Source: an optimization exercise on an open RTL-to-GDS flow (aim: small area). Production flows keep margins and buffers that such runs may drop.
Where RTL was checked, it was by simulation tests only, not by an equivalence proof against the original.
No activity file was given, so power comes from the tool's default toggle rates.

==> run a <==
// NV_soDLA_CACC_calculator_for_check
module NV_soDLA_CACC_calculator_for_check(
  input           nvdla_core_clk,
  input           nvdla_core_rstn,
  input  [1087:0] abuf_rd_data,
  output          abuf_wr_en,
  output [5:0]    abuf_wr_addr,
  output [1087:0] abuf_wr_data,
  output          dlv_valid,
  output          dlv_mask,
  output [1023:0] dlv_data,
  output [1:0]    dlv_pd,
  input           accu_ctrl_valid,
  input  [12:0]   accu_ctrl_pd,
  input           accu_ctrl_ram_valid,
  input  [4:0]    cfg_truncate,
  input  [21:0]   mac_a2accu_data0,
  input  [21:0]   mac_a2accu_data1,
  input  [21:0]   mac_a2accu_data2,
  input  [21:0]   mac_a2accu_data3,
  input  [21:0]   mac_a2accu_data4,
  input  [21:0]   mac_a2accu_data5,
  input  [21:0]   mac_a2accu_data6,
  input  [21:0]   mac_a2accu_data7,
  input  [21:0]   mac_a2accu_data8,
  input  [21:0]   mac_a2accu_data9,
  input  [21:0]   mac_a2accu_data10,
  input  [21:0]   mac_a2accu_data11,
  input  [21:0]   mac_a2accu_data12,
  input  [21:0]   mac_a2accu_data13,
  input  [21:0]   mac_a2accu_data14,
  input  [21:0]   mac_a2accu_data15,
  input  [15:0]   mac_a2accu_mask,
  input           mac_a2accu_mode,
  input           mac_a2accu_pvld,
  input  [21:0]   mac_b2accu_data0,
  input  [21:0]   mac_b2accu_data1,
  input  [21:0]   mac_b2accu_data2,
  input  [21:0]   mac_b2accu_data3,
  input  [21:0]   mac_b2accu_data4,
  input  [21:0]   mac_b2accu_data5,
  input  [21:0]   mac_b2accu_data6,
  input  [21:0]   mac_b2accu_data7,
  input  [21:0]   mac_b2accu_data8,
  input  [21:0]   mac_b2accu_data9,
  input  [21:0]   mac_b2accu_data10,
  input  [21:0]   mac_b2accu_data11,
  input  [21:0]   mac_b2accu_data12,
  input  [21:0]   mac_b2accu_data13,
  input  [21:0]   mac_b2accu_data14,
  input  [21:0]   mac_b2accu_data15,
  input  [15:0]   mac_b2accu_mask,
  input           mac_b2accu_mode,
  input           mac_b2accu_pvld,
  output [31:0]   dp2reg_sat_count
);
Settings: LEC_CHECK=0, CAP_MARGIN=20, CORE_AREA=10 10 1890 250, DIE_AREA=0 0 1900 260, PLACE_DENSITY=0.62, SLEW_MARGIN=20, SYNTH_HIERARCHICAL=1; clock period 10.0 ns.
run.sh (not shown) runs the stock make flow with config.mk's settings and CLKGATE_MAP_FILE= SYNTH_SCRIPT=/design/flow/synth_recipe.tcl, a recipe that flattens the netlist after the stock synthesis.
==> inputs of run b, as changes to run a <==
--- a/flow/design.v
+++ b/flow/design.v
@@ -94,29 +94,56 @@
     f3 <= f2;
   end
   reg [4:0] t2, t3;
   always @(posedge nvdla_core_clk) begin
     t2 <= cfg_truncate;
     t3 <= t2;
   end
-  reg a1s, b1s, c1s, c2s, e1s, e2s;
-  integer ti;
-  always @(*) begin
-    ti = t3;
-    a1s = (ti >= 18); if (a1s) ti = ti - 18;
-    b1s = (ti >= 9);  if (b1s) ti = ti - 9;
-    c1s = (ti >= 3) && (ti < 6);
-    c2s = (ti >= 6);
-    e1s = (ti % 3) == 1;
-    e2s = (ti % 3) == 2;
+  reg [8:0] dsel;   
+  always @(posedge nvdla_core_clk) begin
+    case (t2)
+      5'd0: dsel <= 9'b001000000;
+      5'd1: dsel <= 9'b010010000;
+      5'd2: dsel <= 9'b100100000;
+      5'd3: dsel <= 9'b000000100;
+      5'd4: dsel <= 9'b000010100;
+      5'd5: dsel <= 9'b000100100;
+      5'd6: dsel <= 9'b000001000;
+      5'd7: dsel <= 9'b000011000;
+      5'd8: dsel <= 9'b000101000;
+      5'd9: dsel <= 9'b000000010;
+      5'd10: dsel <= 9'b000010010;
+      5'd11: dsel <= 9'b000100010;
+      5'd12: dsel <= 9'b000000110;
+      5'd13: dsel <= 9'b000010110;
+      5'd14: dsel <= 9'b000100110;
+      5'd15: dsel <= 9'b000001010;
+      5'd16: dsel <= 9'b000011010;
+      5'd17: dsel <= 9'b000101010;
+      5'd18: dsel <= 9'b000000001;
+      5'd19: dsel <= 9'b000010001;
+      5'd20: dsel <= 9'b000100001;
+      5'd21: dsel <= 9'b000000101;
+      5'd22: dsel <= 9'b000010101;
+      5'd23: dsel <= 9'b000100101;
+      5'd24: dsel <= 9'b000001001;
+      5'd25: dsel <= 9'b000011001;
+      5'd26: dsel <= 9'b000101001;
+      5'd27: dsel <= 9'b000000011;
+      5'd28: dsel <= 9'b000010011;
+      5'd29: dsel <= 9'b000100011;
+      5'd30: dsel <= 9'b000000111;
+      5'd31: dsel <= 9'b000010111;
+    endcase
   end
+  wire a1s = dsel[0], b1s = dsel[1], c1s = dsel[2], c2s = dsel[3], e1s = dsel[4], e2s = dsel[5];
   wire sa0 = ~a1s, sa1 = a1s, sb0 = ~b1s, sb1 = b1s;
   wire sc0 = ~(c1s | c2s), sc1 = c1s, sc2 = c2s, sc0n = c1s | c2s;
   wire se0n = e1s | e2s, se1n = ~e1s, se2n = ~e2s;
-  wire st0 = (t3 == 5'd0), st1 = (t3 == 5'd1), st2 = (t3 == 5'd2);
+  wire st0 = dsel[6], st1 = dsel[7], st2 = dsel[8];
   wire [29:0] sw;
   genvar gw;
   generate for (gw = 0; gw < 30; gw = gw + 1) begin : swin
     assign sw[gw] = ({1'b0, t3} >= gw + 2) && ({1'b0, t3} <= gw + 16);
   end endgenerate
   reg  [1183:0] r1;
   reg  [1087:0] r2, r3;
@@ -378,22 +405,22 @@
   wire e0g;
   wire e1g;
   wire e2g;
   wire p5;
   wire cy0;
   wire nns;
   wire y31g;
-  wire pk0;
   wire [34:0] z1n;
   wire [34:0] z2;
   wire [34:0] z3n;
   wire [32:0] y;
   wire [9:0] sq;
   wire [2:0] sp;
   wire [32:0] cy;
+  wire [2:0] pk;
   k_inv u1 (.a(x[33]), .y(sn));
   k_nand2 u2 (.a(a1), .b(sn), .y(k1));
   k_nand2 u3 (.a(b1), .b(x[33]), .y(k2));
   k_or2 u4 (.a(c0), .b(x[33]), .y(k3));
   k_nand2 u5 (.a(a1), .b(x[17]), .y(z1n[0]));
   k_o22ai u6 (.a1(a1), .a2(x[0]), .b1(a0), .b2(x[18]), .y(z1n[1]));
   k_o22ai u7 (.a1(a1), .a2(x[1]), .b1(a0), .b2(x[19]), .y(z1n[2]));
@@ -555,15 +582,15 @@
   k_ha u162 (.a(y[1]), .b(cy[0]), .s(f[0]), .co(cy[1]));
   k_ha u163 (.a(y[2]), .b(cy[1]), .s(f[1]), .co(cy[2]));
   k_ha u164 (.a(y[3]), .b(cy[2]), .s(f[2]), .co(cy[3]));
   k_ha u165 (.a(y[4]), .b(cy[3]), .s(f[3]), .co(cy[4]));
   k_ha u166 (.a(y[5]), .b(cy[4]), .s(f[4]), .co(cy[5]));
   k_ha u167 (.a(y[6]), .b(cy[5]), .s(f[5]), .co(cy[6]));
   k_ha u168 (.a(y[7]), .b(cy[6]), .s(f[6]), .co(cy[7]));
-  k_ha u169 (.a(y[8]), .b(cy[7]), .s(f[7]), .co(cy[8]));
+  k_xor2 u169 (.a(y[8]), .b(cy[7]), .y(f[7]));
   k_ha u170 (.a(y[9]), .b(cy[8]), .s(f[8]), .co(cy[9]));
   k_ha u171 (.a(y[10]), .b(cy[9]), .s(f[9]), .co(cy[10]));
   k_ha u172 (.a(y[11]), .b(cy[10]), .s(f[10]), .co(cy[11]));
   k_ha u173 (.a(y[12]), .b(cy[11]), .s(f[11]), .co(cy[12]));
   k_ha u174 (.a(y[13]), .b(cy[12]), .s(f[12]), .co(cy[13]));
   k_ha u175 (.a(y[14]), .b(cy[13]), .s(f[13]), .co(cy[14]));
   k_ha u176 (.a(y[15]), .b(cy[14]), .s(f[14]), .co(cy[15]));
@@ -571,36 +598,40 @@
   k_ha u178 (.a(y[17]), .b(cy[16]), .s(f[16]), .co(cy[17]));
   k_ha u179 (.a(y[18]), .b(cy[17]), .s(f[17]), .co(cy[18]));
   k_ha u180 (.a(y[19]), .b(cy[18]), .s(f[18]), .co(cy[19]));
   k_ha u181 (.a(y[20]), .b(cy[19]), .s(f[19]), .co(cy[20]));
   k_ha u182 (.a(y[21]), .b(cy[20]), .s(f[20]), .co(cy[21]));
   k_ha u183 (.a(y[22]), .b(cy[21]), .s(f[21]), .co(cy[22]));
   k_ha u184 (.a(y[23]), .b(cy[22]), .s(f[22]), .co(cy[23]));
-  k_ha u185 (.a(y[24]), .b(cy[23]), .s(f[23]), .co(cy[24]));
+  k_xor2 u185 (.a(y[24]), .b(cy[23]), .y(f[23]));
   k_ha u186 (.a(y[25]), .b(cy[24]), .s(f[24]), .co(cy[25]));
   k_ha u187 (.a(y[26]), .b(cy[25]), .s(f[25]), .co(cy[26]));
   k_ha u188 (.a(y[27]), .b(cy[26]), .s(f[26]), .co(cy[27]));
   k_ha u189 (.a(y[28]), .b(cy[27]), .s(f[27]), .co(cy[28]));
   k_ha u190 (.a(y[29]), .b(cy[28]), .s(f[28]), .co(cy[29]));
   k_ha u191 (.a(y[30]), .b(cy[29]), .s(f[29]), .co(cy[30]));
   k_ha u192 (.a(y[31]), .b(cy[30]), .s(f[30]), .co(cy[31]));
   k_and2 u193 (.a(y[32]), .b(nns), .y(y31g));
   k_xor2 u194 (.a(y31g), .b(cy[31]), .y(f[31]));
-  cacc_and16 u195 (.a(y[16:1]), .y(pk0));
-  k_and2 u196 (.a(cy0), .b(pk0), .y(cy[16]));
+  cacc_and8 u195 (.a(y[8:1]), .y(pk[0]));
+  k_and2 u196 (.a(cy[0]), .b(pk[0]), .y(cy[8]));
+  cacc_and8 u197 (.a(y[16:9]), .y(pk[1]));
+  k_and2 u198 (.a(cy[8]), .b(pk[1]), .y(cy[16]));
+  cacc_and8 u199 (.a(y[24:17]), .y(pk[2]));
+  k_and2 u200 (.a(cy[16]), .b(pk[2]), .y(cy[24]));
 endmodule
 module cacc_lane_fg (input [33:0] x, input t0, input t1, input t2, input p5, output ns, output cy0);
   wire s = x[33];
   wire ovf = (t0 & ~((x[33] == x[32]) & (x[32] == x[31]))) | (t1 & (x[33] ^ x[32]));
   wire a31 = &x[31:1];
   wire cc = ~s & ((t1 & a31 & x[0]) | (t2 & a31 & x[32]));
   assign ns = ovf | cc;
   assign cy0 = ns ? s : p5;
 endmodule
-module cacc_and16 (input [15:0] a, output y); assign y = &a; endmodule
+module cacc_and8 (input [7:0] a, output y); assign y = &a; endmodule
 module k_inv (input a, output y); assign y = ~a; endmodule
 module k_nand2 (input a, input b, output y); assign y = ~(a & b); endmodule
 module k_nor2 (input a, input b, output y); assign y = ~(a | b); endmodule
 module k_or2 (input a, input b, output y); assign y = a | b; endmodule
 module k_and2 (input a, input b, output y); assign y = a & b; endmodule
 module k_xor2 (input a, input b, output y); assign y = a ^ b; endmodule
 module k_xnor2 (input a, input b, output y); assign y = ~(a ^ b); endmodule
==> flow/flow/run.sh (new file) <==
#!/bin/bash
# Layout flow: the standard ORFS flow (standard.sh, unchanged synthesis, floorplan, power grid
# and tap cells), with these changes to how the layout is made:
#  - no timing-driven upsizing at floorplan (the netlist has no wires yet, so it only grows cells)
#  - port buffers use the smallest buffer cell (repair_design upsizes where a port needs more drive)
#  - pins one routing track apart (the default is two), so that a compact die holds all 4005 ports
#  - clock tree: larger sink clusters (25 flip-flops per leaf buffer) and no dummy loads
#  - power/area recovery (downsizing of non-critical cells) after global routing
# Every tool's output goes to a log in this folder (make's output here, each ORFS step's full
# log under orfs/logs/).
set -euo pipefail
W=$(pwd)
EXTRA=(
  "REMOVE_ABC_BUFFERS=1"
  "BUFFER_PORTS_ARGS=-buffer_cell sky130_fd_sc_hd__buf_1"
  "RECOVER_POWER=100"
  "PLACE_PINS_ARGS=-min_distance 1 -min_distance_in_tracks"
  "CTS_ARGS=-sink_clustering_enable -repair_clock_nets -dont_use_dummy_load -sink_clustering_size 25 -sink_clustering_max_diameter 100"
)
bash "$W/standard.sh" "${EXTRA[@]}" finish > "$W/flow_make.log" 2>&1
==> flow/standard.sh (new file) <==
#!/bin/bash
# synth_recipe.tcl (not shown) runs the flow's synth.tcl, then flattens the netlist and writes it again
# the make line also repeats each setting of config.mk as NAME=value (left out here)
make -C /OpenROAD-flow-scripts/flow DESIGN_CONFIG=/design/flow/config.mk WORK_HOME=/design/flow/orfs CLKGATE_MAP_FILE= SYNTH_SCRIPT=/design/flow/synth_recipe.tcl "${@:-finish}"
- CELL_PAD_IN_SITES_DETAIL_PLACEMENT: default -> 1
- CELL_PAD_IN_SITES_GLOBAL_PLACEMENT: default -> 1
- CORE_AREA: 10 10 1890 250 -> 10 10 810 810
- DIE_AREA: 0 0 1900 260 -> 0 0 820 820
- PLACE_DENSITY: 0.62 -> 0.5
removed: flow/run.sh
==> inputs of run c, as changes to run a <==
--- a/flow/design.v
+++ b/flow/design.v
@@ -94,29 +94,56 @@
     f3 <= f2;
   end
   reg [4:0] t2, t3;
   always @(posedge nvdla_core_clk) begin
     t2 <= cfg_truncate;
     t3 <= t2;
   end
-  reg a1s, b1s, c1s, c2s, e1s, e2s;
-  integer ti;
-  always @(*) begin
-    ti = t3;
-    a1s = (ti >= 18); if (a1s) ti = ti - 18;
-    b1s = (ti >= 9);  if (b1s) ti = ti - 9;
-    c1s = (ti >= 3) && (ti < 6);
-    c2s = (ti >= 6);
-    e1s = (ti % 3) == 1;
-    e2s = (ti % 3) == 2;
+  reg [8:0] dsel;   
+  always @(posedge nvdla_core_clk) begin
+    case (t2)
+      5'd0: dsel <= 9'b001000000;
+      5'd1: dsel <= 9'b010010000;
+      5'd2: dsel <= 9'b100100000;
+      5'd3: dsel <= 9'b000000100;
+      5'd4: dsel <= 9'b000010100;
+      5'd5: dsel <= 9'b000100100;
+      5'd6: dsel <= 9'b000001000;
+      5'd7: dsel <= 9'b000011000;
+      5'd8: dsel <= 9'b000101000;
+      5'd9: dsel <= 9'b000000010;
+      5'd10: dsel <= 9'b000010010;
+      5'd11: dsel <= 9'b000100010;
+      5'd12: dsel <= 9'b000000110;
+      5'd13: dsel <= 9'b000010110;
+      5'd14: dsel <= 9'b000100110;
+      5'd15: dsel <= 9'b000001010;
+      5'd16: dsel <= 9'b000011010;
+      5'd17: dsel <= 9'b000101010;
+      5'd18: dsel <= 9'b000000001;
+      5'd19: dsel <= 9'b000010001;
+      5'd20: dsel <= 9'b000100001;
+      5'd21: dsel <= 9'b000000101;
+      5'd22: dsel <= 9'b000010101;
+      5'd23: dsel <= 9'b000100101;
+      5'd24: dsel <= 9'b000001001;
+      5'd25: dsel <= 9'b000011001;
+      5'd26: dsel <= 9'b000101001;
+      5'd27: dsel <= 9'b000000011;
+      5'd28: dsel <= 9'b000010011;
+      5'd29: dsel <= 9'b000100011;
+      5'd30: dsel <= 9'b000000111;
+      5'd31: dsel <= 9'b000010111;
+    endcase
   end
+  wire a1s = dsel[0], b1s = dsel[1], c1s = dsel[2], c2s = dsel[3], e1s = dsel[4], e2s = dsel[5];
   wire sa0 = ~a1s, sa1 = a1s, sb0 = ~b1s, sb1 = b1s;
   wire sc0 = ~(c1s | c2s), sc1 = c1s, sc2 = c2s, sc0n = c1s | c2s;
   wire se0n = e1s | e2s, se1n = ~e1s, se2n = ~e2s;
-  wire st0 = (t3 == 5'd0), st1 = (t3 == 5'd1), st2 = (t3 == 5'd2);
+  wire st0 = dsel[6], st1 = dsel[7], st2 = dsel[8];
   wire [29:0] sw;
   genvar gw;
   generate for (gw = 0; gw < 30; gw = gw + 1) begin : swin
     assign sw[gw] = ({1'b0, t3} >= gw + 2) && ({1'b0, t3} <= gw + 16);
   end endgenerate
   reg  [1183:0] r1;
   reg  [1087:0] r2, r3;
@@ -378,22 +405,22 @@
   wire e0g;
   wire e1g;
   wire e2g;
   wire p5;
   wire cy0;
   wire nns;
   wire y31g;
-  wire pk0;
   wire [34:0] z1n;
   wire [34:0] z2;
   wire [34:0] z3n;
   wire [32:0] y;
   wire [9:0] sq;
   wire [2:0] sp;
   wire [32:0] cy;
+  wire [2:0] pk;
   k_inv u1 (.a(x[33]), .y(sn));
   k_nand2 u2 (.a(a1), .b(sn), .y(k1));
   k_nand2 u3 (.a(b1), .b(x[33]), .y(k2));
   k_or2 u4 (.a(c0), .b(x[33]), .y(k3));
   k_nand2 u5 (.a(a1), .b(x[17]), .y(z1n[0]));
   k_o22ai u6 (.a1(a1), .a2(x[0]), .b1(a0), .b2(x[18]), .y(z1n[1]));
   k_o22ai u7 (.a1(a1), .a2(x[1]), .b1(a0), .b2(x[19]), .y(z1n[2]));
@@ -555,15 +582,15 @@
   k_ha u162 (.a(y[1]), .b(cy[0]), .s(f[0]), .co(cy[1]));
   k_ha u163 (.a(y[2]), .b(cy[1]), .s(f[1]), .co(cy[2]));
   k_ha u164 (.a(y[3]), .b(cy[2]), .s(f[2]), .co(cy[3]));
   k_ha u165 (.a(y[4]), .b(cy[3]), .s(f[3]), .co(cy[4]));
   k_ha u166 (.a(y[5]), .b(cy[4]), .s(f[4]), .co(cy[5]));
   k_ha u167 (.a(y[6]), .b(cy[5]), .s(f[5]), .co(cy[6]));
   k_ha u168 (.a(y[7]), .b(cy[6]), .s(f[6]), .co(cy[7]));
-  k_ha u169 (.a(y[8]), .b(cy[7]), .s(f[7]), .co(cy[8]));
+  k_xor2 u169 (.a(y[8]), .b(cy[7]), .y(f[7]));
   k_ha u170 (.a(y[9]), .b(cy[8]), .s(f[8]), .co(cy[9]));
   k_ha u171 (.a(y[10]), .b(cy[9]), .s(f[9]), .co(cy[10]));
   k_ha u172 (.a(y[11]), .b(cy[10]), .s(f[10]), .co(cy[11]));
   k_ha u173 (.a(y[12]), .b(cy[11]), .s(f[11]), .co(cy[12]));
   k_ha u174 (.a(y[13]), .b(cy[12]), .s(f[12]), .co(cy[13]));
   k_ha u175 (.a(y[14]), .b(cy[13]), .s(f[13]), .co(cy[14]));
   k_ha u176 (.a(y[15]), .b(cy[14]), .s(f[14]), .co(cy[15]));
@@ -571,36 +598,40 @@
   k_ha u178 (.a(y[17]), .b(cy[16]), .s(f[16]), .co(cy[17]));
   k_ha u179 (.a(y[18]), .b(cy[17]), .s(f[17]), .co(cy[18]));
   k_ha u180 (.a(y[19]), .b(cy[18]), .s(f[18]), .co(cy[19]));
   k_ha u181 (.a(y[20]), .b(cy[19]), .s(f[19]), .co(cy[20]));
   k_ha u182 (.a(y[21]), .b(cy[20]), .s(f[20]), .co(cy[21]));
   k_ha u183 (.a(y[22]), .b(cy[21]), .s(f[21]), .co(cy[22]));
   k_ha u184 (.a(y[23]), .b(cy[22]), .s(f[22]), .co(cy[23]));
-  k_ha u185 (.a(y[24]), .b(cy[23]), .s(f[23]), .co(cy[24]));
+  k_xor2 u185 (.a(y[24]), .b(cy[23]), .y(f[23]));
   k_ha u186 (.a(y[25]), .b(cy[24]), .s(f[24]), .co(cy[25]));
   k_ha u187 (.a(y[26]), .b(cy[25]), .s(f[25]), .co(cy[26]));
   k_ha u188 (.a(y[27]), .b(cy[26]), .s(f[26]), .co(cy[27]));
   k_ha u189 (.a(y[28]), .b(cy[27]), .s(f[27]), .co(cy[28]));
   k_ha u190 (.a(y[29]), .b(cy[28]), .s(f[28]), .co(cy[29]));
   k_ha u191 (.a(y[30]), .b(cy[29]), .s(f[29]), .co(cy[30]));
   k_ha u192 (.a(y[31]), .b(cy[30]), .s(f[30]), .co(cy[31]));
   k_and2 u193 (.a(y[32]), .b(nns), .y(y31g));
   k_xor2 u194 (.a(y31g), .b(cy[31]), .y(f[31]));
-  cacc_and16 u195 (.a(y[16:1]), .y(pk0));
-  k_and2 u196 (.a(cy0), .b(pk0), .y(cy[16]));
+  cacc_and8 u195 (.a(y[8:1]), .y(pk[0]));
+  k_and2 u196 (.a(cy[0]), .b(pk[0]), .y(cy[8]));
+  cacc_and8 u197 (.a(y[16:9]), .y(pk[1]));
+  k_and2 u198 (.a(cy[8]), .b(pk[1]), .y(cy[16]));
+  cacc_and8 u199 (.a(y[24:17]), .y(pk[2]));
+  k_and2 u200 (.a(cy[16]), .b(pk[2]), .y(cy[24]));
 endmodule
 module cacc_lane_fg (input [33:0] x, input t0, input t1, input t2, input p5, output ns, output cy0);
   wire s = x[33];
   wire ovf = (t0 & ~((x[33] == x[32]) & (x[32] == x[31]))) | (t1 & (x[33] ^ x[32]));
   wire a31 = &x[31:1];
   wire cc = ~s & ((t1 & a31 & x[0]) | (t2 & a31 & x[32]));
   assign ns = ovf | cc;
   assign cy0 = ns ? s : p5;
 endmodule
-module cacc_and16 (input [15:0] a, output y); assign y = &a; endmodule
+module cacc_and8 (input [7:0] a, output y); assign y = &a; endmodule
 module k_inv (input a, output y); assign y = ~a; endmodule
 module k_nand2 (input a, input b, output y); assign y = ~(a & b); endmodule
 module k_nor2 (input a, input b, output y); assign y = ~(a | b); endmodule
 module k_or2 (input a, input b, output y); assign y = a | b; endmodule
 module k_and2 (input a, input b, output y); assign y = a & b; endmodule
 module k_xor2 (input a, input b, output y); assign y = a ^ b; endmodule
 module k_xnor2 (input a, input b, output y); assign y = ~(a ^ b); endmodule
==> flow/flow/run.sh (new file) <==
#!/bin/bash
# Layout flow: the standard ORFS flow (standard.sh, unchanged synthesis, floorplan, power grid
# and tap cells), with these changes to how the layout is made:
#  - no timing-driven upsizing at floorplan (the netlist has no wires yet, so it only grows cells)
#  - port buffers use the smallest buffer cell (repair_design upsizes where a port needs more drive)
#  - pins one routing track apart (the default is two), so that a compact die holds all 4005 ports
#  - clock tree: larger sink clusters (25 flip-flops per leaf buffer) and no dummy loads
#  - global routing may finish with a little overflow (detailed routing clears it), and
#    more rounds of antenna repair after detailed routing
# Every tool's output goes to a log in this folder (make's output here, each ORFS step's full
# log under orfs/logs/).
set -euo pipefail
W=$(pwd)
EXTRA=(
  "REMOVE_ABC_BUFFERS=1"
  "BUFFER_PORTS_ARGS=-buffer_cell sky130_fd_sc_hd__buf_1"
  "PLACE_PINS_ARGS=-min_distance 1 -min_distance_in_tracks"
  "GLOBAL_ROUTE_ARGS=-congestion_iterations 100 -congestion_report_iter_step 5 -verbose -allow_congestion"
  "MAX_REPAIR_ANTENNAS_ITER_DRT=10"
  "CTS_ARGS=-sink_clustering_enable -repair_clock_nets -dont_use_dummy_load -sink_clustering_size 25 -sink_clustering_max_diameter 100"
)
bash "$W/standard.sh" "${EXTRA[@]}" finish > "$W/flow_make.log" 2>&1
==> flow/standard.sh (new file) <==
#!/bin/bash
# synth_recipe.tcl (not shown) runs the flow's synth.tcl, then flattens the netlist and writes it again
# the make line also repeats each setting of config.mk as NAME=value (left out here)
make -C /OpenROAD-flow-scripts/flow DESIGN_CONFIG=/design/flow/config.mk WORK_HOME=/design/flow/orfs CLKGATE_MAP_FILE= SYNTH_SCRIPT=/design/flow/synth_recipe.tcl "${@:-finish}"
- CELL_PAD_IN_SITES_DETAIL_PLACEMENT: default -> 1
- CELL_PAD_IN_SITES_GLOBAL_PLACEMENT: default -> 1
- CORE_AREA: 10 10 1890 250 -> 10 10 730 730
- DIE_AREA: 0 0 1900 260 -> 0 0 740 740
- PLACE_DENSITY: 0.62 -> 0.55
removed: flow/run.sh
==> qor summary <==
| item | run c | run b | run a |
|---|---|---|---|
| # clock sinks | 3,448 | 3,448 | 3,439 |
| Total power divided by cell area | 255.2 nW/um^2 | 248.8 nW/um^2 | - |
| Relative area of clock buffers and inverters in the final design | 2.223% | 2.308% | - |
| Run status | complete, no violations | complete, but fails checks | aborted with a tool error |
| Last stage reached | - | - | global routing (5_1_grt) |
| Reasons for failing layout checks | - | antenna rules, capacitance limit, slew limit | - |
| Post-Synth Simple-Gate Area | 10.48% | 10.48% | 10.65% |
| Clk_skew | 0.1223 ns | 0.1250 ns | - |
| Post-synthesis sequential area ratio | 40.40% | 40.40% | 39.46% |
| Count of final setup violators | 0 | 0 | - |
| Top fanout value on the critical path | 18 | 16 | - |
| Post-route cell area | 204,900 sq um | 207,100 sq um | - |
| Max_cap viols | 0 | 11 | - |
| Highest metal used | met5 | met5 | - |
| Sum of met2 wire segment lengths after detailed routing | 558,900 um | 551,600 um | - |
| Worst reg2reg endpoint | sat_count[23] | r2[46] | - |
| Via density per instance | 6.740 | 6.240 | - |
| Routed length on met3 | 179,000 um | 154,900 um | - |
| Multi-input gate share of the layout cell area | 49.83% | 49.22% | - |
| Switching part of the total | 50.31% | 49.41% | - |
Function not checked in run a: the RTL went through the layout flow alone.

## afterwards: timing with drivers on the ports
How much do the figures lean on ideal ports? The routed layouts below were timed once more, with nothing changed but the port constraints.
Step 1 assumes that a clkbuf_16 drives the clock port and a buf_2 every other input.
Step 2 also shifts input and output timing later by t, the mid clock arrival at the registers, as if the neighbouring blocks saw the same clock.
Three values: ideal, step 1, step 2; two values: the first two.
run	t, ns	setup WS [ns]	worst register clock-pin slew, ns
run b	1.110	0.093 / -0.051 / -0.907	0.11 / 0.11
run c	1.062	0.190 / 0.048 / 0.638	0.11 / 0.11
For run b, which loses most, drivers alone change the setup slack by -0.144 ns; drivers and shift together by -1.000 ns.
